What follows belongs to an exercise in optimizing a design on an open flow for small area, a short achievable clock period and few clock cycles per item; a production flow would make more cautious choices.
The RTL was checked by simulation tests, not by an equivalence proof against the original design.
Power and IR drop assume default switching activity.

===== flow/standard.sh =====
#!/bin/bash
# synth_recipe.tcl (not shown) runs the flow's synth.tcl, then flattens the netlist and writes it again
# the make line also repeats each setting of config.mk as NAME=value (left out here)
make -C /OpenROAD-flow-scripts/flow DESIGN_CONFIG=/design/flow/config.mk WORK_HOME=/design/flow/orfs CLKGATE_MAP_FILE= SYNTH_SCRIPT=/design/flow/synth_recipe.tcl "${@:-finish}"

===== flow/design.v =====
`timescale 1ns / 1ps
module gain_core_s1 (
    input  wire [15:0] d,
    input  wire [23:0] bg,      
    output wire [19:0] ra,
    output wire [19:0] rb,
    output wire [2:0]  cin      
);
    wire neg0 = bg[2];
    wire two0 = bg[1];
    wire one0 = bg[0];
    wire neg1 = bg[5];
    wire two1 = bg[4];
    wire one1 = bg[3];
    wire neg2 = bg[8];
    wire two2 = bg[7];
    wire one2 = bg[6];
    wire neg3 = bg[11];
    wire two3 = bg[10];
    wire one3 = bg[9];
    wire neg4 = bg[14];
    wire two4 = bg[13];
    wire one4 = bg[12];
    wire neg5 = bg[17];
    wire two5 = bg[16];
    wire one5 = bg[15];
    wire neg6 = bg[20];
    wire two6 = bg[19];
    wire one6 = bg[18];
    wire neg7 = bg[23];
    wire two7 = bg[22];
    wire one7 = bg[21];
    wire [16:0] dx = {d[15], d};
    wire pp0_0 = (one0 & dx[0]) ^ neg0;
    wire pp0_1 = ((one0 & dx[1]) | (two0 & dx[0])) ^ neg0;
    wire pp0_2 = ((one0 & dx[2]) | (two0 & dx[1])) ^ neg0;
    wire pp0_3 = ((one0 & dx[3]) | (two0 & dx[2])) ^ neg0;
    wire pp0_4 = ((one0 & dx[4]) | (two0 & dx[3])) ^ neg0;
    wire pp0_5 = ((one0 & dx[5]) | (two0 & dx[4])) ^ neg0;
    wire pp0_6 = ((one0 & dx[6]) | (two0 & dx[5])) ^ neg0;
    wire pp0_7 = ((one0 & dx[7]) | (two0 & dx[6])) ^ neg0;
    wire pp0_8 = ((one0 & dx[8]) | (two0 & dx[7])) ^ neg0;
    wire pp0_9 = ((one0 & dx[9]) | (two0 & dx[8])) ^ neg0;
    wire pp0_10 = ((one0 & dx[10]) | (two0 & dx[9])) ^ neg0;
    wire pp0_11 = ((one0 & dx[11]) | (two0 & dx[10])) ^ neg0;
    wire pp0_12 = ((one0 & dx[12]) | (two0 & dx[11])) ^ neg0;
    wire pp0_13 = ((one0 & dx[13]) | (two0 & dx[12])) ^ neg0;
    wire pp0_14 = ((one0 & dx[14]) | (two0 & dx[13])) ^ neg0;
    wire pp0_15 = ((one0 & dx[15]) | (two0 & dx[14])) ^ neg0;
    wire pp0_16 = ~(((one0 & dx[16]) | (two0 & dx[15])) ^ neg0);
    wire pp1_0 = (one1 & dx[0]) ^ neg1;
    wire pp1_1 = ((one1 & dx[1]) | (two1 & dx[0])) ^ neg1;
    wire pp1_2 = ((one1 & dx[2]) | (two1 & dx[1])) ^ neg1;
    wire pp1_3 = ((one1 & dx[3]) | (two1 & dx[2])) ^ neg1;
    wire pp1_4 = ((one1 & dx[4]) | (two1 & dx[3])) ^ neg1;
    wire pp1_5 = ((one1 & dx[5]) | (two1 & dx[4])) ^ neg1;
    wire pp1_6 = ((one1 & dx[6]) | (two1 & dx[5])) ^ neg1;
    wire pp1_7 = ((one1 & dx[7]) | (two1 & dx[6])) ^ neg1;
    wire pp1_8 = ((one1 & dx[8]) | (two1 & dx[7])) ^ neg1;
    wire pp1_9 = ((one1 & dx[9]) | (two1 & dx[8])) ^ neg1;
    wire pp1_10 = ((one1 & dx[10]) | (two1 & dx[9])) ^ neg1;
    wire pp1_11 = ((one1 & dx[11]) | (two1 & dx[10])) ^ neg1;
    wire pp1_12 = ((one1 & dx[12]) | (two1 & dx[11])) ^ neg1;
    wire pp1_13 = ((one1 & dx[13]) | (two1 & dx[12])) ^ neg1;
    wire pp1_14 = ((one1 & dx[14]) | (two1 & dx[13])) ^ neg1;
    wire pp1_15 = ((one1 & dx[15]) | (two1 & dx[14])) ^ neg1;
    wire pp1_16 = ~(((one1 & dx[16]) | (two1 & dx[15])) ^ neg1);
    wire pp2_0 = (one2 & dx[0]) ^ neg2;
    wire pp2_1 = ((one2 & dx[1]) | (two2 & dx[0])) ^ neg2;
    wire pp2_2 = ((one2 & dx[2]) | (two2 & dx[1])) ^ neg2;
    wire pp2_3 = ((one2 & dx[3]) | (two2 & dx[2])) ^ neg2;
    wire pp2_4 = ((one2 & dx[4]) | (two2 & dx[3])) ^ neg2;
    wire pp2_5 = ((one2 & dx[5]) | (two2 & dx[4])) ^ neg2;
    wire pp2_6 = ((one2 & dx[6]) | (two2 & dx[5])) ^ neg2;
    wire pp2_7 = ((one2 & dx[7]) | (two2 & dx[6])) ^ neg2;
    wire pp2_8 = ((one2 & dx[8]) | (two2 & dx[7])) ^ neg2;
    wire pp2_9 = ((one2 & dx[9]) | (two2 & dx[8])) ^ neg2;
    wire pp2_10 = ((one2 & dx[10]) | (two2 & dx[9])) ^ neg2;
    wire pp2_11 = ((one2 & dx[11]) | (two2 & dx[10])) ^ neg2;
    wire pp2_12 = ((one2 & dx[12]) | (two2 & dx[11])) ^ neg2;
    wire pp2_13 = ((one2 & dx[13]) | (two2 & dx[12])) ^ neg2;
    wire pp2_14 = ((one2 & dx[14]) | (two2 & dx[13])) ^ neg2;
    wire pp2_15 = ((one2 & dx[15]) | (two2 & dx[14])) ^ neg2;
    wire pp2_16 = ~(((one2 & dx[16]) | (two2 & dx[15])) ^ neg2);
    wire pp3_0 = (one3 & dx[0]) ^ neg3;
    wire pp3_1 = ((one3 & dx[1]) | (two3 & dx[0])) ^ neg3;
    wire pp3_2 = ((one3 & dx[2]) | (two3 & dx[1])) ^ neg3;
    wire pp3_3 = ((one3 & dx[3]) | (two3 & dx[2])) ^ neg3;
    wire pp3_4 = ((one3 & dx[4]) | (two3 & dx[3])) ^ neg3;
    wire pp3_5 = ((one3 & dx[5]) | (two3 & dx[4])) ^ neg3;
    wire pp3_6 = ((one3 & dx[6]) | (two3 & dx[5])) ^ neg3;
    wire pp3_7 = ((one3 & dx[7]) | (two3 & dx[6])) ^ neg3;
    wire pp3_8 = ((one3 & dx[8]) | (two3 & dx[7])) ^ neg3;
    wire pp3_9 = ((one3 & dx[9]) | (two3 & dx[8])) ^ neg3;
    wire pp3_10 = ((one3 & dx[10]) | (two3 & dx[9])) ^ neg3;
    wire pp3_11 = ((one3 & dx[11]) | (two3 & dx[10])) ^ neg3;
    wire pp3_12 = ((one3 & dx[12]) | (two3 & dx[11])) ^ neg3;
    wire pp3_13 = ((one3 & dx[13]) | (two3 & dx[12])) ^ neg3;
    wire pp3_14 = ((one3 & dx[14]) | (two3 & dx[13])) ^ neg3;
    wire pp3_15 = ((one3 & dx[15]) | (two3 & dx[14])) ^ neg3;
    wire pp3_16 = ~(((one3 & dx[16]) | (two3 & dx[15])) ^ neg3);
    wire pp4_0 = (one4 & dx[0]) ^ neg4;
    wire pp4_1 = ((one4 & dx[1]) | (two4 & dx[0])) ^ neg4;
    wire pp4_2 = ((one4 & dx[2]) | (two4 & dx[1])) ^ neg4;
    wire pp4_3 = ((one4 & dx[3]) | (two4 & dx[2])) ^ neg4;
    wire pp4_4 = ((one4 & dx[4]) | (two4 & dx[3])) ^ neg4;
    wire pp4_5 = ((one4 & dx[5]) | (two4 & dx[4])) ^ neg4;
    wire pp4_6 = ((one4 & dx[6]) | (two4 & dx[5])) ^ neg4;
    wire pp4_7 = ((one4 & dx[7]) | (two4 & dx[6])) ^ neg4;
    wire pp4_8 = ((one4 & dx[8]) | (two4 & dx[7])) ^ neg4;
    wire pp4_9 = ((one4 & dx[9]) | (two4 & dx[8])) ^ neg4;
    wire pp4_10 = ((one4 & dx[10]) | (two4 & dx[9])) ^ neg4;
    wire pp4_11 = ((one4 & dx[11]) | (two4 & dx[10])) ^ neg4;
    wire pp4_12 = ((one4 & dx[12]) | (two4 & dx[11])) ^ neg4;
    wire pp4_13 = ((one4 & dx[13]) | (two4 & dx[12])) ^ neg4;
    wire pp4_14 = ((one4 & dx[14]) | (two4 & dx[13])) ^ neg4;
    wire pp4_15 = ((one4 & dx[15]) | (two4 & dx[14])) ^ neg4;
    wire pp4_16 = ~(((one4 & dx[16]) | (two4 & dx[15])) ^ neg4);
    wire pp5_0 = (one5 & dx[0]) ^ neg5;
    wire pp5_1 = ((one5 & dx[1]) | (two5 & dx[0])) ^ neg5;
    wire pp5_2 = ((one5 & dx[2]) | (two5 & dx[1])) ^ neg5;
    wire pp5_3 = ((one5 & dx[3]) | (two5 & dx[2])) ^ neg5;
    wire pp5_4 = ((one5 & dx[4]) | (two5 & dx[3])) ^ neg5;
    wire pp5_5 = ((one5 & dx[5]) | (two5 & dx[4])) ^ neg5;
    wire pp5_6 = ((one5 & dx[6]) | (two5 & dx[5])) ^ neg5;
    wire pp5_7 = ((one5 & dx[7]) | (two5 & dx[6])) ^ neg5;
    wire pp5_8 = ((one5 & dx[8]) | (two5 & dx[7])) ^ neg5;
    wire pp5_9 = ((one5 & dx[9]) | (two5 & dx[8])) ^ neg5;
    wire pp5_10 = ((one5 & dx[10]) | (two5 & dx[9])) ^ neg5;
    wire pp5_11 = ((one5 & dx[11]) | (two5 & dx[10])) ^ neg5;
    wire pp5_12 = ((one5 & dx[12]) | (two5 & dx[11])) ^ neg5;
    wire pp5_13 = ((one5 & dx[13]) | (two5 & dx[12])) ^ neg5;
    wire pp5_14 = ((one5 & dx[14]) | (two5 & dx[13])) ^ neg5;
    wire pp5_15 = ((one5 & dx[15]) | (two5 & dx[14])) ^ neg5;
    wire pp5_16 = ~(((one5 & dx[16]) | (two5 & dx[15])) ^ neg5);
    wire pp6_0 = (one6 & dx[0]) ^ neg6;
    wire pp6_1 = ((one6 & dx[1]) | (two6 & dx[0])) ^ neg6;
    wire pp6_2 = ((one6 & dx[2]) | (two6 & dx[1])) ^ neg6;
    wire pp6_3 = ((one6 & dx[3]) | (two6 & dx[2])) ^ neg6;
    wire pp6_4 = ((one6 & dx[4]) | (two6 & dx[3])) ^ neg6;
    wire pp6_5 = ((one6 & dx[5]) | (two6 & dx[4])) ^ neg6;
    wire pp6_6 = ((one6 & dx[6]) | (two6 & dx[5])) ^ neg6;
    wire pp6_7 = ((one6 & dx[7]) | (two6 & dx[6])) ^ neg6;
    wire pp6_8 = ((one6 & dx[8]) | (two6 & dx[7])) ^ neg6;
    wire pp6_9 = ((one6 & dx[9]) | (two6 & dx[8])) ^ neg6;
    wire pp6_10 = ((one6 & dx[10]) | (two6 & dx[9])) ^ neg6;
    wire pp6_11 = ((one6 & dx[11]) | (two6 & dx[10])) ^ neg6;
    wire pp6_12 = ((one6 & dx[12]) | (two6 & dx[11])) ^ neg6;
    wire pp6_13 = ((one6 & dx[13]) | (two6 & dx[12])) ^ neg6;
    wire pp6_14 = ((one6 & dx[14]) | (two6 & dx[13])) ^ neg6;
    wire pp6_15 = ((one6 & dx[15]) | (two6 & dx[14])) ^ neg6;
    wire pp6_16 = ~(((one6 & dx[16]) | (two6 & dx[15])) ^ neg6);
    wire pp7_0 = (one7 & dx[0]) ^ neg7;
    wire pp7_1 = ((one7 & dx[1]) | (two7 & dx[0])) ^ neg7;
    wire pp7_2 = ((one7 & dx[2]) | (two7 & dx[1])) ^ neg7;
    wire pp7_3 = ((one7 & dx[3]) | (two7 & dx[2])) ^ neg7;
    wire pp7_4 = ((one7 & dx[4]) | (two7 & dx[3])) ^ neg7;
    wire pp7_5 = ((one7 & dx[5]) | (two7 & dx[4])) ^ neg7;
    wire pp7_6 = ((one7 & dx[6]) | (two7 & dx[5])) ^ neg7;
    wire pp7_7 = ((one7 & dx[7]) | (two7 & dx[6])) ^ neg7;
    wire pp7_8 = ((one7 & dx[8]) | (two7 & dx[7])) ^ neg7;
    wire pp7_9 = ((one7 & dx[9]) | (two7 & dx[8])) ^ neg7;
    wire pp7_10 = ((one7 & dx[10]) | (two7 & dx[9])) ^ neg7;
    wire pp7_11 = ((one7 & dx[11]) | (two7 & dx[10])) ^ neg7;
    wire pp7_12 = ((one7 & dx[12]) | (two7 & dx[11])) ^ neg7;
    wire pp7_13 = ((one7 & dx[13]) | (two7 & dx[12])) ^ neg7;
    wire pp7_14 = ((one7 & dx[14]) | (two7 & dx[13])) ^ neg7;
    wire pp7_15 = ((one7 & dx[15]) | (two7 & dx[14])) ^ neg7;
    wire pp7_16 = ~(((one7 & dx[16]) | (two7 & dx[15])) ^ neg7);
    wire s1, c2;
    assign s1 = pp0_10 ^ pp1_8;
    assign c2 = pp0_10 & pp1_8;
    wire s3, c4;
    assign s3 = pp0_11 ^ pp1_9 ^ pp2_7;
    assign c4 = (pp0_11 & pp1_9) | (pp2_7 & (pp0_11 ^ pp1_9));
    wire s5, c6;
    assign s5 = pp0_12 ^ pp1_10 ^ pp2_8;
    assign c6 = (pp0_12 & pp1_10) | (pp2_8 & (pp0_12 ^ pp1_10));
    wire s7, c8;
    assign s7 = pp3_6 ^ pp4_4;
    assign c8 = pp3_6 & pp4_4;
    wire s9, c10;
    assign s9 = pp0_13 ^ pp1_11 ^ pp2_9;
    assign c10 = (pp0_13 & pp1_11) | (pp2_9 & (pp0_13 ^ pp1_11));
    wire s11, c12;
    assign s11 = pp3_7 ^ pp4_5;
    assign c12 = pp3_7 & pp4_5;
    wire s13, c14;
    assign s13 = pp0_14 ^ pp1_12 ^ pp2_10;
    assign c14 = (pp0_14 & pp1_12) | (pp2_10 & (pp0_14 ^ pp1_12));
    wire s15, c16;
    assign s15 = pp3_8 ^ pp4_6 ^ pp5_4;
    assign c16 = (pp3_8 & pp4_6) | (pp5_4 & (pp3_8 ^ pp4_6));
    wire s17, c18;
    assign s17 = pp6_2 ^ pp7_0;
    assign c18 = pp6_2 & pp7_0;
    wire s19, c20;
    assign s19 = pp0_15 ^ pp1_13 ^ pp2_11;
    assign c20 = (pp0_15 & pp1_13) | (pp2_11 & (pp0_15 ^ pp1_13));
    wire s21, c22;
    assign s21 = pp3_9 ^ pp4_7 ^ pp5_5;
    assign c22 = (pp3_9 & pp4_7) | (pp5_5 & (pp3_9 ^ pp4_7));
    wire s23, c24;
    assign s23 = pp6_3 ^ pp7_1;
    assign c24 = pp6_3 & pp7_1;
    wire s25, c26;
    assign s25 = pp0_16 ^ pp1_14 ^ pp2_12;
    assign c26 = (pp0_16 & pp1_14) | (pp2_12 & (pp0_16 ^ pp1_14));
    wire s27, c28;
    assign s27 = pp3_10 ^ pp4_8 ^ pp5_6;
    assign c28 = (pp3_10 & pp4_8) | (pp5_6 & (pp3_10 ^ pp4_8));
    wire s29, c30;
    assign s29 = pp6_4 ^ pp7_2 ^ 1'b1;
    assign c30 = (pp6_4 & pp7_2) | (1'b1 & (pp6_4 ^ pp7_2));
    wire s31, c32;
    assign s31 = pp1_15 ^ pp2_13 ^ pp3_11;
    assign c32 = (pp1_15 & pp2_13) | (pp3_11 & (pp1_15 ^ pp2_13));
    wire s33, c34;
    assign s33 = pp4_9 ^ pp5_7 ^ pp6_5;
    assign c34 = (pp4_9 & pp5_7) | (pp6_5 & (pp4_9 ^ pp5_7));
    wire s35, c36;
    assign s35 = pp7_3 ^ 1'b1;
    assign c36 = pp7_3 & 1'b1;
    wire s37, c38;
    assign s37 = pp1_16 ^ pp2_14 ^ pp3_12;
    assign c38 = (pp1_16 & pp2_14) | (pp3_12 & (pp1_16 ^ pp2_14));
    wire s39, c40;
    assign s39 = pp4_10 ^ pp5_8 ^ pp6_6;
    assign c40 = (pp4_10 & pp5_8) | (pp6_6 & (pp4_10 ^ pp5_8));
    wire s41, c42;
    assign s41 = pp2_15 ^ pp3_13 ^ pp4_11;
    assign c42 = (pp2_15 & pp3_13) | (pp4_11 & (pp2_15 ^ pp3_13));
    wire s43, c44;
    assign s43 = pp5_9 ^ pp6_7;
    assign c44 = pp5_9 & pp6_7;
    wire s45, c46;
    assign s45 = pp2_16 ^ pp3_14 ^ pp4_12;
    assign c46 = (pp2_16 & pp3_14) | (pp4_12 & (pp2_16 ^ pp3_14));
    wire s47, c48;
    assign s47 = pp3_15 ^ pp4_13;
    assign c48 = pp3_15 & pp4_13;
    wire s49, c50;
    assign s49 = pp0_6 ^ pp1_4;
    assign c50 = pp0_6 & pp1_4;
    wire s51, c52;
    assign s51 = pp0_7 ^ pp1_5;
    assign c52 = pp0_7 & pp1_5;
    wire s53, c54;
    assign s53 = pp0_8 ^ pp1_6 ^ pp2_4;
    assign c54 = (pp0_8 & pp1_6) | (pp2_4 & (pp0_8 ^ pp1_6));
    wire s55, c56;
    assign s55 = pp3_2 ^ pp4_0;
    assign c56 = pp3_2 & pp4_0;
    wire s57, c58;
    assign s57 = pp0_9 ^ pp1_7 ^ pp2_5;
    assign c58 = (pp0_9 & pp1_7) | (pp2_5 & (pp0_9 ^ pp1_7));
    wire s59, c60;
    assign s59 = pp3_3 ^ pp4_1;
    assign c60 = pp3_3 & pp4_1;
    wire s61, c62;
    assign s61 = s1 ^ pp2_6 ^ pp3_4;
    assign c62 = (s1 & pp2_6) | (pp3_4 & (s1 ^ pp2_6));
    wire s63, c64;
    assign s63 = pp4_2 ^ pp5_0 ^ neg5;
    assign c64 = (pp4_2 & pp5_0) | (neg5 & (pp4_2 ^ pp5_0));
    wire s65, c66;
    assign s65 = c2 ^ s3 ^ pp3_5;
    assign c66 = (c2 & s3) | (pp3_5 & (c2 ^ s3));
    wire s67, c68;
    assign s67 = pp4_3 ^ pp5_1 ^ 1'b1;
    assign c68 = (pp4_3 & pp5_1) | (1'b1 & (pp4_3 ^ pp5_1));
    wire s69, c70;
    assign s69 = c4 ^ s5 ^ s7;
    assign c70 = (c4 & s5) | (s7 & (c4 ^ s5));
    wire s71, c72;
    assign s71 = pp5_2 ^ pp6_0 ^ neg6;
    assign c72 = (pp5_2 & pp6_0) | (neg6 & (pp5_2 ^ pp6_0));
    wire s73, c74;
    assign s73 = c6 ^ c8 ^ s9;
    assign c74 = (c6 & c8) | (s9 & (c6 ^ c8));
    wire s75, c76;
    assign s75 = s11 ^ pp5_3 ^ pp6_1;
    assign c76 = (s11 & pp5_3) | (pp6_1 & (s11 ^ pp5_3));
    wire s77, c78;
    assign s77 = c10 ^ c12 ^ s13;
    assign c78 = (c10 & c12) | (s13 & (c10 ^ c12));
    wire s79, c80;
    assign s79 = s15 ^ s17 ^ neg7;
    assign c80 = (s15 & s17) | (neg7 & (s15 ^ s17));
    wire s81, c82;
    assign s81 = c14 ^ c16 ^ c18;
    assign c82 = (c14 & c16) | (c18 & (c14 ^ c16));
    wire s83, c84;
    assign s83 = s19 ^ s21 ^ s23;
    assign c84 = (s19 & s21) | (s23 & (s19 ^ s21));
    wire s85, c86;
    assign s85 = c20 ^ c22 ^ c24;
    assign c86 = (c20 & c22) | (c24 & (c20 ^ c22));
    wire s87, c88;
    assign s87 = s25 ^ s27 ^ s29;
    assign c88 = (s25 & s27) | (s29 & (s25 ^ s27));
    wire s89, c90;
    assign s89 = c26 ^ c28 ^ c30;
    assign c90 = (c26 & c28) | (c30 & (c26 ^ c28));
    wire s91, c92;
    assign s91 = s31 ^ s33 ^ s35;
    assign c92 = (s31 & s33) | (s35 & (s31 ^ s33));
    wire s93, c94;
    assign s93 = c32 ^ c34 ^ c36;
    assign c94 = (c32 & c34) | (c36 & (c32 ^ c34));
    wire s95, c96;
    assign s95 = s37 ^ s39 ^ pp7_4;
    assign c96 = (s37 & s39) | (pp7_4 & (s37 ^ s39));
    wire s97, c98;
    assign s97 = c38 ^ c40 ^ s41;
    assign c98 = (c38 & c40) | (s41 & (c38 ^ c40));
    wire s99, c100;
    assign s99 = s43 ^ pp7_5 ^ 1'b1;
    assign c100 = (s43 & pp7_5) | (1'b1 & (s43 ^ pp7_5));
    wire s101, c102;
    assign s101 = c42 ^ c44 ^ s45;
    assign c102 = (c42 & c44) | (s45 & (c42 ^ c44));
    wire s103, c104;
    assign s103 = pp5_10 ^ pp6_8 ^ pp7_6;
    assign c104 = (pp5_10 & pp6_8) | (pp7_6 & (pp5_10 ^ pp6_8));
    wire s105, c106;
    assign s105 = c46 ^ s47 ^ pp5_11;
    assign c106 = (c46 & s47) | (pp5_11 & (c46 ^ s47));
    wire s107, c108;
    assign s107 = pp6_9 ^ pp7_7 ^ 1'b1;
    assign c108 = (pp6_9 & pp7_7) | (1'b1 & (pp6_9 ^ pp7_7));
    wire s109, c110;
    assign s109 = c48 ^ pp3_16 ^ pp4_14;
    assign c110 = (c48 & pp3_16) | (pp4_14 & (c48 ^ pp3_16));
    wire s111, c112;
    assign s111 = pp5_12 ^ pp6_10 ^ pp7_8;
    assign c112 = (pp5_12 & pp6_10) | (pp7_8 & (pp5_12 ^ pp6_10));
    wire s113, c114;
    assign s113 = pp4_15 ^ pp5_13 ^ pp6_11;
    assign c114 = (pp4_15 & pp5_13) | (pp6_11 & (pp4_15 ^ pp5_13));
    wire s115, c116;
    assign s115 = pp7_9 ^ 1'b1;
    assign c116 = pp7_9 & 1'b1;
    wire s117, c118;
    assign s117 = pp4_16 ^ pp5_14 ^ pp6_12;
    assign c118 = (pp4_16 & pp5_14) | (pp6_12 & (pp4_16 ^ pp5_14));
    wire s119, c120;
    assign s119 = pp5_15 ^ pp6_13;
    assign c120 = pp5_15 & pp6_13;
    wire s121, c122;
    assign s121 = pp0_4 ^ pp1_2;
    assign c122 = pp0_4 & pp1_2;
    wire s123, c124;
    assign s123 = pp0_5 ^ pp1_3;
    assign c124 = pp0_5 & pp1_3;
    wire s125, c126;
    assign s125 = s49 ^ pp2_2 ^ pp3_0;
    assign c126 = (s49 & pp2_2) | (pp3_0 & (s49 ^ pp2_2));
    wire s127, c128;
    assign s127 = c50 ^ s51 ^ pp2_3;
    assign c128 = (c50 & s51) | (pp2_3 & (c50 ^ s51));
    wire s129, c130;
    assign s129 = c52 ^ s53 ^ s55;
    assign c130 = (c52 & s53) | (s55 & (c52 ^ s53));
    wire s131, c132;
    assign s131 = c54 ^ c56 ^ s57;
    assign c132 = (c54 & c56) | (s57 & (c54 ^ c56));
    wire s133, c134;
    assign s133 = c58 ^ c60 ^ s61;
    assign c134 = (c58 & c60) | (s61 & (c58 ^ c60));
    wire s135, c136;
    assign s135 = c62 ^ c64 ^ s65;
    assign c136 = (c62 & c64) | (s65 & (c62 ^ c64));
    wire s137, c138;
    assign s137 = c66 ^ c68 ^ s69;
    assign c138 = (c66 & c68) | (s69 & (c66 ^ c68));
    wire s139, c140;
    assign s139 = c70 ^ c72 ^ s73;
    assign c140 = (c70 & c72) | (s73 & (c70 ^ c72));
    wire s141, c142;
    assign s141 = c74 ^ c76 ^ s77;
    assign c142 = (c74 & c76) | (s77 & (c74 ^ c76));
    wire s143, c144;
    assign s143 = c78 ^ c80 ^ s81;
    assign c144 = (c78 & c80) | (s81 & (c78 ^ c80));
    wire s145, c146;
    assign s145 = c82 ^ c84 ^ s85;
    assign c146 = (c82 & c84) | (s85 & (c82 ^ c84));
    wire s147, c148;
    assign s147 = c86 ^ c88 ^ s89;
    assign c148 = (c86 & c88) | (s89 & (c86 ^ c88));
    wire s149, c150;
    assign s149 = c90 ^ c92 ^ s93;
    assign c150 = (c90 & c92) | (s93 & (c90 ^ c92));
    wire s151, c152;
    assign s151 = c94 ^ c96 ^ s97;
    assign c152 = (c94 & c96) | (s97 & (c94 ^ c96));
    wire s153, c154;
    assign s153 = c98 ^ c100 ^ s101;
    assign c154 = (c98 & c100) | (s101 & (c98 ^ c100));
    wire s155, c156;
    assign s155 = c102 ^ c104 ^ s105;
    assign c156 = (c102 & c104) | (s105 & (c102 ^ c104));
    wire s157, c158;
    assign s157 = c106 ^ c108 ^ s109;
    assign c158 = (c106 & c108) | (s109 & (c106 ^ c108));
    wire s159, c160;
    assign s159 = c110 ^ c112 ^ s113;
    assign c160 = (c110 & c112) | (s113 & (c110 ^ c112));
    wire s161, c162;
    assign s161 = c114 ^ c116 ^ s117;
    assign c162 = (c114 & c116) | (s117 & (c114 ^ c116));
    wire s163, c164;
    assign s163 = c118 ^ s119 ^ pp7_11;
    assign c164 = (c118 & s119) | (pp7_11 & (c118 ^ s119));
    wire s165, c166;
    assign s165 = c120 ^ pp5_16 ^ pp6_14;
    assign c166 = (c120 & pp5_16) | (pp6_14 & (c120 ^ pp5_16));
    wire s167, c168;
    assign s167 = pp6_15 ^ pp7_13;
    assign c168 = pp6_15 & pp7_13;
    wire s169, c170;
    assign s169 = pp0_2 ^ pp1_0;
    assign c170 = pp0_2 & pp1_0;
    wire s171, c172;
    assign s171 = pp0_3 ^ pp1_1;
    assign c172 = pp0_3 & pp1_1;
    wire s173, c174;
    assign s173 = s121 ^ pp2_0 ^ neg2;
    assign c174 = (s121 & pp2_0) | (neg2 & (s121 ^ pp2_0));
    wire s175, c176;
    assign s175 = c122 ^ s123 ^ pp2_1;
    assign c176 = (c122 & s123) | (pp2_1 & (c122 ^ s123));
    wire s177, c178;
    assign s177 = c124 ^ s125 ^ neg3;
    assign c178 = (c124 & s125) | (neg3 & (c124 ^ s125));
    wire s179, c180;
    assign s179 = c126 ^ s127 ^ pp3_1;
    assign c180 = (c126 & s127) | (pp3_1 & (c126 ^ s127));
    wire s181, c182;
    assign s181 = c128 ^ s129 ^ neg4;
    assign c182 = (c128 & s129) | (neg4 & (c128 ^ s129));
    wire s183, c184;
    assign s183 = c130 ^ s131 ^ s59;
    assign c184 = (c130 & s131) | (s59 & (c130 ^ s131));
    wire s185, c186;
    assign s185 = c132 ^ s133 ^ s63;
    assign c186 = (c132 & s133) | (s63 & (c132 ^ s133));
    wire s187, c188;
    assign s187 = c134 ^ s135 ^ s67;
    assign c188 = (c134 & s135) | (s67 & (c134 ^ s135));
    wire s189, c190;
    assign s189 = c136 ^ s137 ^ s71;
    assign c190 = (c136 & s137) | (s71 & (c136 ^ s137));
    wire s191, c192;
    assign s191 = c138 ^ s139 ^ s75;
    assign c192 = (c138 & s139) | (s75 & (c138 ^ s139));
    wire s193, c194;
    assign s193 = c140 ^ s141 ^ s79;
    assign c194 = (c140 & s141) | (s79 & (c140 ^ s141));
    wire s195, c196;
    assign s195 = c142 ^ s143 ^ s83;
    assign c196 = (c142 & s143) | (s83 & (c142 ^ s143));
    wire s197, c198;
    assign s197 = c144 ^ s145 ^ s87;
    assign c198 = (c144 & s145) | (s87 & (c144 ^ s145));
    wire s199, c200;
    assign s199 = c146 ^ s147 ^ s91;
    assign c200 = (c146 & s147) | (s91 & (c146 ^ s147));
    wire s201, c202;
    assign s201 = c148 ^ s149 ^ s95;
    assign c202 = (c148 & s149) | (s95 & (c148 ^ s149));
    wire s203, c204;
    assign s203 = c150 ^ s151 ^ s99;
    assign c204 = (c150 & s151) | (s99 & (c150 ^ s151));
    wire s205, c206;
    assign s205 = c152 ^ s153 ^ s103;
    assign c206 = (c152 & s153) | (s103 & (c152 ^ s153));
    wire s207, c208;
    assign s207 = c154 ^ s155 ^ s107;
    assign c208 = (c154 & s155) | (s107 & (c154 ^ s155));
    wire s209, c210;
    assign s209 = c156 ^ s157 ^ s111;
    assign c210 = (c156 & s157) | (s111 & (c156 ^ s157));
    wire s211, c212;
    assign s211 = c158 ^ s159 ^ s115;
    assign c212 = (c158 & s159) | (s115 & (c158 ^ s159));
    wire s213, c214;
    assign s213 = c160 ^ s161 ^ pp7_10;
    assign c214 = (c160 & s161) | (pp7_10 & (c160 ^ s161));
    wire s215, c216;
    assign s215 = c162 ^ s163 ^ 1'b1;
    assign c216 = (c162 & s163) | (1'b1 & (c162 ^ s163));
    wire s217, c218;
    assign s217 = c164 ^ s165 ^ pp7_12;
    assign c218 = (c164 & s165) | (pp7_12 & (c164 ^ s165));
    wire s219, c220;
    assign s219 = c166 ^ s167 ^ 1'b1;
    assign c220 = (c166 & s167) | (1'b1 & (c166 ^ s167));
    wire s221, c222;
    assign s221 = c168 ^ pp6_16 ^ pp7_14;
    assign c222 = (c168 & pp6_16) | (pp7_14 & (c168 ^ pp6_16));
    wire s223, c224;
    assign s223 = pp7_15 ^ 1'b1;
    assign c224 = pp7_15 & 1'b1;
    wire [11:0] la = {c186, c184, c182, c180, c178, c176, c174, c172, c170, s169, pp0_1, pp0_0};
    wire [11:0] lb = {s187, s185, s183, s181, s179, s177, s175, s173, s171, neg1, 1'b0, neg0};
    wire lgi0 = la[0] & lb[0];
    wire lpi0 = la[0] ^ lb[0];
    wire lgi1 = la[1] & lb[1];
    wire lpi1 = la[1] ^ lb[1];
    wire lgi2 = la[2] & lb[2];
    wire lpi2 = la[2] ^ lb[2];
    wire lgi3 = la[3] & lb[3];
    wire lpi3 = la[3] ^ lb[3];
    wire lgi4 = la[4] & lb[4];
    wire lpi4 = la[4] ^ lb[4];
    wire lgi5 = la[5] & lb[5];
    wire lpi5 = la[5] ^ lb[5];
    wire lgi6 = la[6] & lb[6];
    wire lpi6 = la[6] ^ lb[6];
    wire lgi7 = la[7] & lb[7];
    wire lpi7 = la[7] ^ lb[7];
    wire qgu0_1 = lgi1 | (lpi1 & lgi0);
    wire qgu0_3 = lgi3 | (lpi3 & lgi2);
    wire qpu0_3 = lpi3 & lpi2;
    wire qgu0_5 = lgi5 | (lpi5 & lgi4);
    wire qpu0_5 = lpi5 & lpi4;
    wire qgu0_7 = lgi7 | (lpi7 & lgi6);
    wire qpu0_7 = lpi7 & lpi6;
    wire qgu1_3 = qgu0_3 | (qpu0_3 & qgu0_1);
    wire qgu1_7 = qgu0_7 | (qpu0_7 & qgu0_5);
    wire qpu1_7 = qpu0_7 & qpu0_5;
    wire qgu2_7 = qgu1_7 | (qpu1_7 & qgu1_3);
    wire qgd4_5 = qgu0_5 | (qpu0_5 & qgu1_3);
    wire qgd5_2 = lgi2 | (lpi2 & qgu0_1);
    wire qgd5_4 = lgi4 | (lpi4 & qgu1_3);
    wire qgd5_6 = lgi6 | (lpi6 & qgd4_5);
    assign cin[0] = qgu2_7;
    wire [3:0] lg = la[11:8] & lb[11:8];
    wire [3:0] lp = la[11:8] ^ lb[11:8];
    assign cin[1] = lg[3] | (lp[3] & lg[2]) | (lp[3] & lp[2] & lg[1]) | (lp[3] & lp[2] & lp[1] & lg[0]);
    assign cin[2] = &lp;
    assign ra = {1'b1, c224, c222, c220, c218, c216, c214, c212, c210, c208, c206, c204, c202, c200, c198, c196, c194, c192, c190, c188};
    assign rb = {1'b0, pp7_16, s223, s221, s219, s217, s215, s213, s211, s209, s207, s205, s203, s201, s199, s197, s195, s193, s191, s189};
endmodule
module gain_recode (
    input  wire [15:0] g,
    output wire [23:0] bg
);
    assign bg[2] = g[1];
    assign bg[1] = ((g[1] & ~g[0] & ~1'b0) | (~g[1] & g[0] & 1'b0));
    assign bg[0] = (g[0] ^ 1'b0);
    assign bg[5] = g[3];
    assign bg[4] = ((g[3] & ~g[2] & ~g[1]) | (~g[3] & g[2] & g[1]));
    assign bg[3] = (g[2] ^ g[1]);
    assign bg[8] = g[5];
    assign bg[7] = ((g[5] & ~g[4] & ~g[3]) | (~g[5] & g[4] & g[3]));
    assign bg[6] = (g[4] ^ g[3]);
    assign bg[11] = g[7];
    assign bg[10] = ((g[7] & ~g[6] & ~g[5]) | (~g[7] & g[6] & g[5]));
    assign bg[9] = (g[6] ^ g[5]);
    assign bg[14] = g[9];
    assign bg[13] = ((g[9] & ~g[8] & ~g[7]) | (~g[9] & g[8] & g[7]));
    assign bg[12] = (g[8] ^ g[7]);
    assign bg[17] = g[11];
    assign bg[16] = ((g[11] & ~g[10] & ~g[9]) | (~g[11] & g[10] & g[9]));
    assign bg[15] = (g[10] ^ g[9]);
    assign bg[20] = g[13];
    assign bg[19] = ((g[13] & ~g[12] & ~g[11]) | (~g[13] & g[12] & g[11]));
    assign bg[18] = (g[12] ^ g[11]);
    assign bg[23] = g[15];
    assign bg[22] = ((g[15] & ~g[14] & ~g[13]) | (~g[15] & g[14] & g[13]));
    assign bg[21] = (g[14] ^ g[13]);
endmodule
module gain_core_s2 (
    input  wire [19:0] ra,
    input  wire [19:0] rb,
    input  wire [2:0]  cin,
    output wire [15:0] data_o
);
    wire c = cin[1] | (cin[2] & cin[0]);
    wire g0 = ra[0] & rb[0];
    wire p0 = ra[0] ^ rb[0];
    wire g1 = ra[1] & rb[1];
    wire p1 = ra[1] ^ rb[1];
    wire g2 = ra[2] & rb[2];
    wire p2 = ra[2] ^ rb[2];
    wire g3 = ra[3] & rb[3];
    wire p3 = ra[3] ^ rb[3];
    wire g4 = ra[4] & rb[4];
    wire p4 = ra[4] ^ rb[4];
    wire g5 = ra[5] & rb[5];
    wire p5 = ra[5] ^ rb[5];
    wire g6 = ra[6] & rb[6];
    wire p6 = ra[6] ^ rb[6];
    wire g7 = ra[7] & rb[7];
    wire p7 = ra[7] ^ rb[7];
    wire g8 = ra[8] & rb[8];
    wire p8 = ra[8] ^ rb[8];
    wire g9 = ra[9] & rb[9];
    wire p9 = ra[9] ^ rb[9];
    wire g10 = ra[10] & rb[10];
    wire p10 = ra[10] ^ rb[10];
    wire g11 = ra[11] & rb[11];
    wire p11 = ra[11] ^ rb[11];
    wire g12 = ra[12] & rb[12];
    wire p12 = ra[12] ^ rb[12];
    wire g13 = ra[13] & rb[13];
    wire p13 = ra[13] ^ rb[13];
    wire g14 = ra[14] & rb[14];
    wire p14 = ra[14] ^ rb[14];
    wire g15 = ra[15] & rb[15];
    wire p15 = ra[15] ^ rb[15];
    wire g16 = ra[16] & rb[16];
    wire p16 = ra[16] ^ rb[16];
    wire g17 = ra[17] & rb[17];
    wire p17 = ra[17] ^ rb[17];
    wire g18 = ra[18] & rb[18];
    wire p18 = ra[18] ^ rb[18];
    wire g19 = ra[19] & rb[19];
    wire p19 = ra[19] ^ rb[19];
    wire kgu0_1 = g0 | (p0 & c);
    wire kgu0_3 = g2 | (p2 & g1);
    wire kpu0_3 = p2 & p1;
    wire kgu0_5 = g4 | (p4 & g3);
    wire kpu0_5 = p4 & p3;
    wire kgu0_7 = g6 | (p6 & g5);
    wire kpu0_7 = p6 & p5;
    wire kgu0_9 = g8 | (p8 & g7);
    wire kpu0_9 = p8 & p7;
    wire kgu0_11 = g10 | (p10 & g9);
    wire kpu0_11 = p10 & p9;
    wire kgu0_13 = g12 | (p12 & g11);
    wire kpu0_13 = p12 & p11;
    wire kgu0_15 = g14 | (p14 & g13);
    wire kpu0_15 = p14 & p13;
    wire kgu0_17 = g16 | (p16 & g15);
    wire kpu0_17 = p16 & p15;
    wire kgu0_19 = g18 | (p18 & g17);
    wire kpu0_19 = p18 & p17;
    wire kgu1_3 = kgu0_3 | (kpu0_3 & kgu0_1);
    wire kgu1_7 = kgu0_7 | (kpu0_7 & kgu0_5);
    wire kpu1_7 = kpu0_7 & kpu0_5;
    wire kgu1_11 = kgu0_11 | (kpu0_11 & kgu0_9);
    wire kpu1_11 = kpu0_11 & kpu0_9;
    wire kgu1_15 = kgu0_15 | (kpu0_15 & kgu0_13);
    wire kpu1_15 = kpu0_15 & kpu0_13;
    wire kgu1_19 = kgu0_19 | (kpu0_19 & kgu0_17);
    wire kpu1_19 = kpu0_19 & kpu0_17;
    wire kgu2_7 = kgu1_7 | (kpu1_7 & kgu1_3);
    wire kgu2_15 = kgu1_15 | (kpu1_15 & kgu1_11);
    wire kpu2_15 = kpu1_15 & kpu1_11;
    wire kgu3_15 = kgu2_15 | (kpu2_15 & kgu2_7);
    wire kgd7_11 = kgu1_11 | (kpu1_11 & kgu2_7);
    wire kgd7_19 = kgu1_19 | (kpu1_19 & kgu3_15);
    wire kgd8_5 = kgu0_5 | (kpu0_5 & kgu1_3);
    wire kgd8_9 = kgu0_9 | (kpu0_9 & kgu2_7);
    wire kgd8_13 = kgu0_13 | (kpu0_13 & kgd7_11);
    wire kgd8_17 = kgu0_17 | (kpu0_17 & kgu3_15);
    wire kgd9_2 = g1 | (p1 & kgu0_1);
    wire kgd9_4 = g3 | (p3 & kgu1_3);
    wire kgd9_6 = g5 | (p5 & kgd8_5);
    wire kgd9_8 = g7 | (p7 & kgu2_7);
    wire kgd9_10 = g9 | (p9 & kgd8_9);
    wire kgd9_12 = g11 | (p11 & kgd7_11);
    wire kgd9_14 = g13 | (p13 & kgd8_13);
    wire kgd9_16 = g15 | (p15 & kgu3_15);
    wire kgd9_18 = g17 | (p17 & kgd8_17);
    wire kgd9_20 = g19 | (p19 & kgd7_19);
    wire [19:0] r;
    assign r[0] = p0 ^ c;
    assign r[1] = p1 ^ kgu0_1;
    assign r[2] = p2 ^ kgd9_2;
    assign r[3] = p3 ^ kgu1_3;
    assign r[4] = p4 ^ kgd9_4;
    assign r[5] = p5 ^ kgd8_5;
    assign r[6] = p6 ^ kgd9_6;
    assign r[7] = p7 ^ kgu2_7;
    assign r[8] = p8 ^ kgd9_8;
    assign r[9] = p9 ^ kgd8_9;
    assign r[10] = p10 ^ kgd9_10;
    assign r[11] = p11 ^ kgd7_11;
    assign r[12] = p12 ^ kgd9_12;
    assign r[13] = p13 ^ kgd8_13;
    assign r[14] = p14 ^ kgd9_14;
    assign r[15] = p15 ^ kgu3_15;
    assign r[16] = p16 ^ kgd9_16;
    assign r[17] = p17 ^ kgd8_17;
    assign r[18] = p18 ^ kgd9_18;
    assign r[19] = p19 ^ kgd7_19;
    wire ovf = ~(&r[19:15] | ~|r[19:15]);
    assign data_o = ovf ? {r[19], {15{~r[19]}}} : r[15:0];
endmodule
module gain_core (
    input  wire [15:0] data_i,
    input  wire [15:0] gain_i,
    output wire [15:0] data_o
);
    wire [19:0] ra, rb;
    wire [2:0] cin;
    wire [23:0] bg;
    gain_recode  u_rc (.g(gain_i), .bg(bg));
    gain_core_s1 u_s1 (.d(data_i), .bg(bg), .ra(ra), .rb(rb), .cin(cin));
    gain_core_s2 u_s2 (.ra(ra), .rb(rb), .cin(cin), .data_o(data_o));
endmodule
`timescale 1ns / 1ps
module axis_gain_wrapper #(
    parameter integer C_S_AXI_DATA_WIDTH = 32,
    parameter integer C_S_AXI_ADDR_WIDTH = 4,
    parameter integer AUDIO_WIDTH        = 16,
    parameter integer GAIN_FBITS         = 12
)(
    input  wire aclk,
    input  wire aresetn,
    input  wire [31:0] s_axis_tdata,
    input  wire        s_axis_tlast,
    input  wire        s_axis_tvalid,
    output wire        s_axis_tready,
    output wire [31:0] m_axis_tdata,
    output wire        m_axis_tlast,
    output wire        m_axis_tvalid,
    input  wire        m_axis_tready,
    input  wire [C_S_AXI_ADDR_WIDTH-1:0] s_axi_awaddr,
    input  wire                          s_axi_awvalid,
    output wire                          s_axi_awready,
    input  wire [C_S_AXI_DATA_WIDTH-1:0] s_axi_wdata,
    input  wire [3:0]                    s_axi_wstrb,
    input  wire                          s_axi_wvalid,
    output wire                          s_axi_wready,
    output wire [1:0]                    s_axi_bresp,
    output reg                           s_axi_bvalid,
    input  wire                          s_axi_bready,
    input  wire [C_S_AXI_ADDR_WIDTH-1:0] s_axi_araddr,
    input  wire                          s_axi_arvalid,
    output wire                          s_axi_arready,
    output reg  [C_S_AXI_DATA_WIDTH-1:0] s_axi_rdata,
    output wire [1:0]                    s_axi_rresp,
    output reg                           s_axi_rvalid,
    input  wire                          s_axi_rready
);
    reg [31:0] reg_control;
    reg [31:0] reg_gain_l;
    reg [31:0] reg_gain_r;
    reg        wack;       
    reg [1:0]  rsel;       
    assign s_axi_awready = wack;
    assign s_axi_wready  = wack;
    assign s_axi_bresp   = 2'b00;
    assign s_axi_rresp   = 2'b00;
    assign s_axi_arready = !s_axi_rvalid;
    wire wgo = s_axi_awvalid && s_axi_wvalid && !wack && !s_axi_bvalid && !s_axi_rvalid;
    wire [1:0] addr_w = s_axi_awaddr[3:2];
    wire [31:0] wd_ctl = s_axi_wdata & {32{aresetn}};
    wire [31:0] wd_gn  = {wd_ctl[31:13], s_axi_wdata[12] | !aresetn, wd_ctl[11:0]};
    wire we_ctl = (wgo && addr_w == 2'd0) || !aresetn;
    wire we_gl  = (wgo && addr_w == 2'd1) || !aresetn;
    wire we_gr  = (wgo && addr_w == 2'd2) || !aresetn;
    always @(posedge aclk) begin
        if (we_ctl) reg_control <= wd_ctl;
        if (we_gl)  reg_gain_l  <= wd_gn;
        if (we_gr)  reg_gain_r  <= wd_gn;
    end
    always @(posedge aclk) begin
        if (!aresetn) begin
            wack         <= 1'b0;
            s_axi_bvalid <= 1'b0;
        end else begin
            wack <= wgo;
            if (wack)
                s_axi_bvalid <= 1'b1;
            else if (s_axi_bready)
                s_axi_bvalid <= 1'b0;
        end
    end
    wire rgo = s_axi_arvalid && !s_axi_rvalid;
    always @(posedge aclk) begin
        if (!aresetn) begin
            s_axi_rvalid <= 1'b0;
        end else begin
            if (rgo)
                s_axi_rvalid <= 1'b1;
            else if (s_axi_rready)
                s_axi_rvalid <= 1'b0;
        end
    end
    always @(posedge aclk) begin
        if (rgo) rsel <= s_axi_araddr[3:2];
    end
    always @* begin
        case (rsel)
            2'd0:    s_axi_rdata = reg_control;
            2'd1:    s_axi_rdata = reg_gain_l;
            2'd2:    s_axi_rdata = reg_gain_r;
            default: s_axi_rdata = 32'b0;
        endcase
    end
    reg        v0, l0;
    reg [31:0] d0;
    reg [23:0] b0l, b0r;              
    reg        v1, l1;
    reg [19:0] ral, rbl, rar, rbr;    
    reg [2:0]  cil, cir;      
    reg        v2, l2;
    reg [31:0] o2;
    wire ce = m_axis_tready || !v2;
    assign s_axis_tready = ce;
    assign m_axis_tvalid = v2;
    assign m_axis_tlast  = l2;
    assign m_axis_tdata  = o2;
    wire [15:0] gl = reg_control[0] ? reg_gain_l[15:0] : 16'h1000;
    wire [15:0] gr = reg_control[0] ? reg_gain_r[15:0] : 16'h1000;
    wire [23:0] bgl, bgr;
    gain_recode u_rc_l (.g(gl), .bg(bgl));
    gain_recode u_rc_r (.g(gr), .bg(bgr));
    wire [19:0] ral_d, rbl_d, rar_d, rbr_d;
    wire [2:0]  cil_d, cir_d;
    wire [15:0] ol_d, or_d;
    gain_core_s1 u_s1_l (.d(d0[15:0]),  .bg(b0l), .ra(ral_d), .rb(rbl_d), .cin(cil_d));
    gain_core_s1 u_s1_r (.d(d0[31:16]), .bg(b0r), .ra(rar_d), .rb(rbr_d), .cin(cir_d));
    gain_core_s2 u_s2_l (.ra(ral), .rb(rbl), .cin(cil), .data_o(ol_d));
    gain_core_s2 u_s2_r (.ra(rar), .rb(rbr), .cin(cir), .data_o(or_d));
    always @(posedge aclk) begin
        if (ce) begin
            d0  <= s_axis_tdata;
            l0  <= s_axis_tlast;
            b0l <= bgl;
            b0r <= bgr;
            ral <= ral_d;
            rbl <= rbl_d;
            cil <= cil_d;
            rar <= rar_d;
            rbr <= rbr_d;
            cir <= cir_d;
            l1  <= l0;
            o2  <= {or_d, ol_d};
            l2  <= l1;
        end
    end
    always @(posedge aclk) begin
        if (!aresetn) begin
            v0 <= 1'b0;
            v1 <= 1'b0;
            v2 <= 1'b0;
        end else if (ce) begin
            v0 <= s_axis_tvalid;
            v1 <= v0;
            v2 <= v1;
        end
    end
endmodule

===== flow/config.mk =====
export PLATFORM = sky130hd
export DESIGN_NAME = axis_gain_wrapper
export DESIGN_NICKNAME = axis_gain_wrapper
export VERILOG_FILES = /design/flow/design.v
export SDC_FILE = /design/flow/constraint.sdc
export NUM_CORES = 4
export LEC_CHECK = 0
export ABC_AREA = 1
export CAP_MARGIN = 20
export CORE_MARGIN = 2
export CORE_UTILIZATION = 40
export CTS_BUF_LIST = sky130_fd_sc_hd__clkbuf_8 sky130_fd_sc_hd__clkbuf_16
export CTS_CLUSTER_DIAMETER = 50
export CTS_CLUSTER_SIZE = 20
export SETUP_SLACK_MARGIN = 4.3
export SLEW_MARGIN = 20

===== flow/constraint.sdc =====
create_clock -name core_clock -period 8.0 [get_ports {aclk}]
set_input_delay 1.6000 -clock core_clock [delete_from_list [all_inputs] [get_ports {aclk}]]
set_output_delay 1.6000 -clock core_clock [all_outputs]
set_load 0.01 [all_outputs]

===== flow/flow/run.sh =====
#!/bin/bash
set -euo pipefail
export BUFFER_PORTS_ARGS="-buffer_cell sky130_fd_sc_hd__buf_1"
bash standard.sh > standard_flow.log 2>&1

==> impl_metrics.yaml, run 1 <==
clock_network:
  htreeDepth: 2
  tritoncts: "built"
  root_buffer_selected_by_cts: "sky130_fd_sc_hd__clkbuf_16"
  cts-root-to-sink-buffers: 3
  cts_inserted_buffers: 40
  clock_latency_ns: 0.58
  cts_num_sinks: 301
  clk_pin_slew_worst_paths_ns: 0.07
sta:
  final_critical_path_time_including_i_o_delays_and_setup_ns: 3.742
  rsz0062_at_grt: "true"
  max_freq_mhz: 267.3
  final_max_slew_viol_count: 0
  fin_tns_setup_ns: 0
  relSlewSlack_pct: 37.49
  worstMarginPinSlew_ns: 0.9376
  number_of_endpoints_with_negative_hold_slack_in_the_final_report: 0
  setup_viol: 0
  final.setup_skew_ns: 0.04523
  worst_setup_margin_ns: 4.258
  timing.final.crit_share_pct: 46.77
global_route:
  via_count_of_the_first_global_routing_pass: 15770
  largest_net_degree_at_the_start_of_global_routing: 89
  grt_pass1_wl_mm: 86.27
  grtUsageTotal_pct: 18.81
  globalRoute.totalOverflow: 0
  grt_antenna_before_repair: 4
final_layout:
  finalNetCount: 2709
  stdcell_area_sq_um: 26370
  area_growth_syn_to_layout_pct: 17.58
  fill_cells: 5109
  final_util_pct: 47.68
  ff_latch_area_sq_um: 8979
  drive_above_1_share_pct: 12.89
  multi_input_comb_area_sq_um: 11520
detailed_routing:
  vias: 15900
  detailedRoute.firstIterationViolations: 1137
  detail_route.first_pass.iterations: 5
  drc: 0
  via_per_inst: 5.103
  drt-total-wl_mm: 54.25
  drt.antenna.violating_nets: 0
  avgRoutedWirePerCell_um: 17.41
yosys:
  synth_top_family_by_area: "adder cells"
  syn_avg_cell_area_sq_um: 10.50
  yosysTopAreaCellShare_pct: 39.50
  synth_compound_area_share_pct: 10.70
  synth_seq_cells: 301
  yosys_warnings: 1
  syn_area_sq_um: 22430
  synthMuxAreaShare_pct: 0.05021
  fraction_of_the_mapped_netlist_area_in_adder_cells_pct: 22.29
  synth_cell_type_count: 42
  post_synth_xor_area_fraction_pct: 11.09
  synth.yosys.seq_area_share_pct: 40.03
  netlist_top_cells_area: "sky130_fd_sc_hd__edfxtp_1 (39%), sky130_fd_sc_hd__fa_1 (17%), sky130_fd_sc_hd__xor2_1 (11%)"
  synthCells: 2135
  synth_top_area_cell: "sky130_fd_sc_hd__edfxtp_1"
  post_synth_simple_gate_area_pct: 6.098
pwr:
  share_seq_of_total_power_pct: 29.4
  power_density_nw_per_um2: 334.1
  power.share.switching_pct: 39.44
  switching_power_mw: 3.475
  static-leakage-power_nw: 11.73
  p_clk_share_pct: 22.0
  vdd_drop_max_mv: 0.1822
  cellInternalPower_mw: 5.335
  power.share.combinational_pct: 48.6
min_path:
  worst_hold_path_type: "flip-flop to flip-flop"
worst_setup_path:
  crit_chain: "clkinvlp_4 -> o22ai_2 -> xor2_1 -> fa_1 -> inv_1 -> fa_1 -> fa_1 -> fa_1 -> ha_4 -> a21oi_1 -> nand3_1"
  cp_data_arrival_time_ns: 4.06
  end_kind: "flip-flop"
  worst-endpoint-required_ns: 8.32
  startpoint_types: "flip-flop"
  critical_path_class: "flip-flop to flip-flop"
  worst_path_most_repeated_cell: "sky130_fd_sc_hd__fa_1"
  timing.critical_path.slowest_cell_delay_ns: 0.56
  worst_path_max_delay_cell: "sky130_fd_sc_hd__fa_1"
  critPathMaxFanout: 4
floorplanning:
  initial_core_utilization_pct: 40.55
  design.core.area_sq_um: 55310
  floorplan.die_area_sq_um: 57980
  die_h_um: 240.8
  io_pins: 162
  fp_rows: 86
  die_w_um: 240.8
run:
  max_cap_violations: 0
run_status:
  status: "timing/DRC/antenna clean"
place:
  gp_congestion: 0.8759
  pre_cts_setup_slack_ns: 3.370
  post_dp_cell_area_sq_um: 23550
  dpl.hpwl_mm: 37.94
  buffer_ports.inserted: 149
final timing paths:
path	from	end	slack, ns	cells past startpoint
hold reg to reg	l1	l2	0.42	0
setup reg to reg	b0l[0]	cil[1]	4.26	11
hold / removal	l1	l2	0.42	0
setup / recovery	b0l[0]	cil[1]	4.26	11
per-stage QoR:
| step | hold slack [ns] | instances | power, mW |
|---|---|---|---|
| floorplan | 0.4003 | 2138 | 5.722 |
| global placement | 0.4071 | 2931 | 6.668 |
| detailed placement | 0.4089 | 2931 | 6.773 |
| CTS | 0.4199 | 3058 | 8.848 |
| global route | 0.4338 | 3116 | 9.737 |
| finish | 0.4184 | 3116 | 8.810 |
routing by layer:
| layer | up-vias | global-route usage [%] | wire [um] |
|---|---|---|---|
| met2 | 642 | 29.31 | 24560 |
| met3 | 105 | 4.632 | 4567 |
| met1 | 7633 | 25.56 | 23550 |
| met5 | - | 0 | 37 |
| li1 | 7516 | - | - |
| met4 | 6 | 6.790 | 1537 |
sequential cells by signal, summed over array words and instances, names as in the netlist, 2 cells and up:
| register | cells |
|---|---|
| cir | 3 |
| b0l | 24 |
| rsel | 2 |
| ral | 19 |
| cil | 3 |
| b0r | 24 |
| reg_gain_r | 32 |
| rbl | 19 |
| d0 | 32 |
| o2 | 32 |
| rbr | 19 |
| reg_control | 32 |
| rar | 19 |
| reg_gain_l | 32 |
Yosys cell counts (all sizes together):
master  number
o21a         5
xnor2       10
clkbuf      62
o221ai       9
nor2        20
nand2      207
a22oi        6
nand4       13
inv        443
dfxtp        6
buf         51
a31oi        7
o31ai        9
clkinv       6
or2          4
a21oi       33
o211ai      23
o21ai       41
a211oi       2
or3          1
a221oi       1
edfxtp     295
a21o         3
o22ai      238
ha         102
o21bai       5
xor2       274
conb         1
nand3       67
mux2         1
nor3         4
fa         186
worst max-delay path, delay by kind of cell, from the launching register on:
kind / cells / cell delay [ns]
adder cells (fa/ha/maj): 5 / 2.30
XOR/XNOR: 1 / 0.11
buffers and inverters: 2 / 0.22
AO/OA/AOI/OAI: 2 / 0.33
AND/OR/NAND/NOR: 1 / 0.10
flip-flops: 1 / 0.42
cell usage in the layout, fill, tap and decap left out, types with 13 or more instances in the layout:
| cell | count |
|---|---|
| sky130_fd_sc_hd__clkbuf_16 | 43 |
| sky130_fd_sc_hd__xor2_1 | 273 |
| sky130_fd_sc_hd__nor2_1 | 17 |
| sky130_fd_sc_hd__clkinvlp_4 | 47 |
| sky130_fd_sc_hd__inv_1 | 388 |
| sky130_fd_sc_hd__fa_1 | 186 |
| sky130_fd_sc_hd__edfxtp_1 | 295 |
| sky130_fd_sc_hd__ha_1 | 99 |
| sky130_fd_sc_hd__nand4_1 | 13 |
| sky130_fd_sc_hd__nand3_1 | 63 |
| sky130_fd_sc_hd__o22ai_1 | 227 |
| sky130_fd_sc_hd__o211ai_1 | 23 |
| sky130_fd_sc_hd__nand2_1 | 196 |
| sky130_fd_sc_hd__o21ai_0 | 39 |
| sky130_fd_sc_hd__buf_1 | 142 |
| sky130_fd_sc_hd__a21oi_1 | 31 |
| sky130_fd_sc_hd__buf_4 | 103 |
timing repair:
item,CTS,global route
gates resized for setup,56,46
hold buffers,0,0
pin swaps,4,13
setup buffers,50,56
setup endpoints to repair,168,72
gates cloned,3,1
area by class of cell:
type / instances / share of cell area [%]
Inverter: 449 / 7.098
Sequential cell: 301 / 34.05
Clock inverter: 32 / 1.689
Timing Repair Buffer: 265 / 5.921
Antenna cell: 1 / 0.009489
Timing Repair inverter: 1 / 0.01898
Multi-Input combinational cell: 1277 / 43.68
Tap cell: 748 / 3.549
Clock buffer: 42 / 3.985
power groups by stage:
stage | clock network [mW] | logic, mW | registers [mW]
global route | 2.05 | 5.05 | 2.63
detailed placement | 0 | 4.14 | 2.63
floorplan | 0 | 3.11 | 2.61
finish | 1.94 | 4.29 | 2.59
CTS | 1.99 | 4.26 | 2.59
global placement | 0 | 4.05 | 2.62
kinds of logic after synthesis:
logic type      after synthesis
mux                           1
flops                       301
compound gates              382
buf+inv                     562
fa+ha+maj                   288
simple gates                316
xor+xnor                    284
other cells                   1
Testbench counts, summed over its fixed seeds: cycles 16,480, samples 16,384.
==> run 2: changes to the inputs <==
--- a/flow/config.mk
+++ b/flow/config.mk
@@ -9,8 +9,8 @@
 export CAP_MARGIN = 20
 export CORE_MARGIN = 2
 export CORE_UTILIZATION = 40
-export CTS_BUF_LIST = sky130_fd_sc_hd__clkbuf_8 sky130_fd_sc_hd__clkbuf_16
-export CTS_CLUSTER_DIAMETER = 50
-export CTS_CLUSTER_SIZE = 20
+export CTS_BUF_LIST = sky130_fd_sc_hd__clkbuf_8
+export CTS_CLUSTER_DIAMETER = 60
+export CTS_CLUSTER_SIZE = 14
 export SETUP_SLACK_MARGIN = 4.3
 export SLEW_MARGIN = 20
==> impl_metrics.yaml, run 2 <==
yosys:
  synth_seq_cells: 301
  asyncSetResetFlopFracSynth_pct: 0
  syn_avg_cell_area_sq_um: 10.50
  syn_area_sq_um: 22430
  synth.yosys.seq_area_share_pct: 40.03
  synth_edf_count: 295
  synthCells: 2135
  yosys_warnings: 1
  synth_top_area_cell: "sky130_fd_sc_hd__edfxtp_1"
  synth_cell_type_count: 42
  yosysTopAreaCellShare_pct: 39.50
  synth.most_common_cell: "sky130_fd_sc_hd__inv_1"
  yosys_most_used_dff: "sky130_fd_sc_hd__edfxtp_1"
  post_synth_most_frequent_cells: "sky130_fd_sc_hd__inv_1 (435), sky130_fd_sc_hd__edfxtp_1 (295), sky130_fd_sc_hd__xor2_1 (274), sky130_fd_sc_hd__o22ai_1 (238), sky130_fd_sc_hd__nand2_1 (197)"
  netlist_top_cells_area: "sky130_fd_sc_hd__edfxtp_1 (39%), sky130_fd_sc_hd__fa_1 (17%), sky130_fd_sc_hd__xor2_1 (11%)"
final_layout:
  area_growth_syn_to_layout_pct: 15.44
  fill_cells: 5195
  layout_common_cells: "sky130_fd_sc_hd__inv_1 (390), sky130_fd_sc_hd__edfxtp_1 (295), sky130_fd_sc_hd__xor2_1 (273)"
  ff_latch_area_sq_um: 8979
  finalNetCount: 2715
  most_common_cell_after_layout_fill_and_taps_aside: "sky130_fd_sc_hd__inv_1"
  final_cells: 3116
  final_util_pct: 46.81
  multi_input_comb_area_sq_um: 11590
  drive_above_1_share_pct: 14.12
detailed_routing:
  drt.antenna.violating_nets: 0
  drc: 0
  vias: 15850
  detailedRoute.firstIterationViolations: 1060
  via_per_inst: 5.086
  detail_route.first_pass.iterations: 5
  avgRoutedWirePerCell_um: 17.55
  drt-total-wl_mm: 54.67
floorplanning:
  design.core.area_sq_um: 55310
  floorplan.die_area_sq_um: 57980
  io_pins: 162
  die_w_um: 240.8
  die_h_um: 240.8
  initial_core_utilization_pct: 40.55
  fp_rows: 86
global_route:
  globalRoute.busiestLayer: "met2"
  via_count_of_the_first_global_routing_pass: 15770
  globalRouteMet2Util_pct: 29.43
  globalRoute.totalOverflow: 0
  global_route.usage.met3_pct: 4.838
  groute.layer.met1.usage_pct: 25.76
  grtUsageTotal_pct: 18.89
  largest_net_degree_at_the_start_of_global_routing: 89
  grt_pass1_wl_mm: 86.48
  grt_antenna_before_repair: 6
sta:
  final_max_slew_viol_count: 0
  worstMarginPinSlew_ns: 0.9308
  rsz0062_at_grt: "true"
  setup_viol: 0
  relSlewSlack_pct: 37.95
  number_of_endpoints_with_negative_hold_slack_in_the_final_report: 0
  max_freq_mhz: 262.1
  timing.final.crit_share_pct: 47.68
  fin_tns_setup_ns: 0
  final_critical_path_time_including_i_o_delays_and_setup_ns: 3.815
  final.setup_skew_ns: 0.04237
worst_setup_path:
  end_kind: "flip-flop"
  critical_path_class: "flip-flop to flip-flop"
  startpoint_types: "flip-flop"
  critPathLaunch: "b0l[3]"
  worst-endpoint-required_ns: 8.36
  rr_startpoint: "b0l[3]"
  critPathMaxFanout: 4
  cp_data_arrival_time_ns: 4.18
place:
  placed_cells: 2931
  dpl.hpwl_mm: 37.94
  gp_congestion: 0.8759
  buffer_ports.inserted: 149
clock_network:
  cts_inserted_buffers: 38
  root_buffer_selected_by_cts: "sky130_fd_sc_hd__clkbuf_8"
  htreeDepth: 2
  clock_latency_ns: 0.64
  clk_pin_slew_worst_paths_ns: 0.07
  cts_num_sinks: 301
  tritoncts: "built"
  post_cts_hold_buffer_count: 0
  cts-root-to-sink-buffers: 3
pwr:
  power.share.switching_pct: 41.19
  share_seq_of_total_power_pct: 32.0
  vdd_drop_max_mv: 0.1515
  p_clk_share_pct: 14.7
  cellInternalPower_mw: 4.752
  switching_power_mw: 3.328
  power.share.combinational_pct: 53.3
  power_density_nw_per_um2: 312.1
  static-leakage-power_nw: 11.56
  power_mw: 8.081
run:
  max_cap_violations: 0
min_path:
  worst_min_delay_path_startpoint: "l1"
  worst_hold_path_type: "flip-flop to flip-flop"
run_status:
  status: "timing/DRC/antenna clean"
run 2: cell counts after synthesis:
Identical to the previous run, type by type.
run 2: logic make-up after synthesis:
family,count (synthesis),synth area share (%)
buffers and inverters,562,9.718
AOI/OAI and AO/OA,382,10.70
and+or+nand+nor,316,6.098
DFF,301,40.03
adders and majority gates,288,22.29
xor gates and xnor gates,284,11.09
other,1,0.01672
muxes,1,0.05021
run 2: power by group through the flow:
stage	Clock [mW]	Sequential (mW)	Combinational, mW
after floorplan	0	2.61	3.11
after global placement	0	2.62	4.05
after detailed placement	0	2.63	4.14
after CTS	1.24	2.59	4.27
after global routing	1.30	2.63	5.07
final	1.19	2.58	4.30
run 2: timing repair:
| item | 4_1_cts | 5_1_grt |
|---|---|---|
| setup buffers | 53 | 59 |
| pin swaps | 5 | 20 |
| cloned | 4 | 2 |
| setup endpoints to repair | 168 | 170 |
| gates resized for setup | 64 | 85 |
run 2: worst paths after layout:
path,endpoint,slack [ns],cells after the start
worst max-delay path,cil[1],4.19,11
worst min-delay path,l2,0.42,0
worst max register to register,cil[1],4.19,11
worst min register to register,l2,0.42,0
run 2: cell type report:
class | instances | share of cell area (%)
inverter | 449 | 7.225
timing repair buffer | 273 | 6.602
clock buffer | 39 | 2.073
clock inverter | 26 | 0.9956
multi-input combinational | 1277 | 44.77
timing repair inverter | 1 | 0.01933
tap | 748 | 3.615
antenna | 2 | 0.01933
sequential | 301 | 34.68
run 2: per-stage QoR:
step,setup slack [ns],cell area (sq um),hold WS (ns)
3_3_place_gp,3.438,23550,0.4071
6_report,4.185,25890,0.4203
5_1_grt,4.075,25890,0.4369
3_5_place_dp,3.370,23550,0.4089
4_1_cts,4.202,25040,0.4229
2_1_floorplan,2.456,22520,0.4003
run 2: critical path: stages, from the launching register on:
cell	delay, ns
sky130_fd_sc_hd__edfxtp_1	0.42
sky130_fd_sc_hd__clkinvlp_4	0.16
sky130_fd_sc_hd__o22ai_2	0.20
sky130_fd_sc_hd__xor2_1	0.21
sky130_fd_sc_hd__fa_1	0.48
sky130_fd_sc_hd__inv_2	0.08
sky130_fd_sc_hd__fa_1	0.43
sky130_fd_sc_hd__fa_1	0.49
sky130_fd_sc_hd__fa_1	0.59
sky130_fd_sc_hd__ha_4	0.22
sky130_fd_sc_hd__a21oi_1	0.16
sky130_fd_sc_hd__nand3_1	0.11
run 2: routing by layer:
metal	vias to the layer above	part of all wire (%)
met5	-	0.091
met4	8	2.9
met3	101	8.2
met2	597	45
met1	7636	44
li1	7505	-

[port drivers added, routing unchanged]
In the flow no input, the clock included, has a driving cell. The finished layouts below were timed again as built, in two steps. Step 1 (the two cells are an assumption about what drives the block):
set clk [get_ports {aclk}]
set_driving_cell -lib_cell sky130_fd_sc_hd__clkbuf_16 $clk
set_driving_cell -lib_cell sky130_fd_sc_hd__buf_2 [delete_from_list [all_inputs] $clk]
Step 2, shift: input delay + t, output delay - t, t = (earliest + latest rising clock arrival at the registers) / 2. This alone moves slack from input paths to output paths. Three values: ideal ports, drivers, drivers and shift; two values: the first two.
| run | t (ns) | setup slack, ns | clock arrival spread, ns | worst data-port slew with drivers (ns) |
|---|---|---|---|---|
| run 1 | 0.616 | 4.258 / 4.258 / 3.955 | 0.054 / 0.054 | 0.08 |
| run 2 | 0.667 | 4.185 / 4.185 / 3.960 | 0.049 / 0.049 | 0.08 |
After both steps every run listed still meets setup and hold. The setup slack of run 1, which loses most, moves by 0.000 ns with the drivers and by -0.303 ns with both steps.
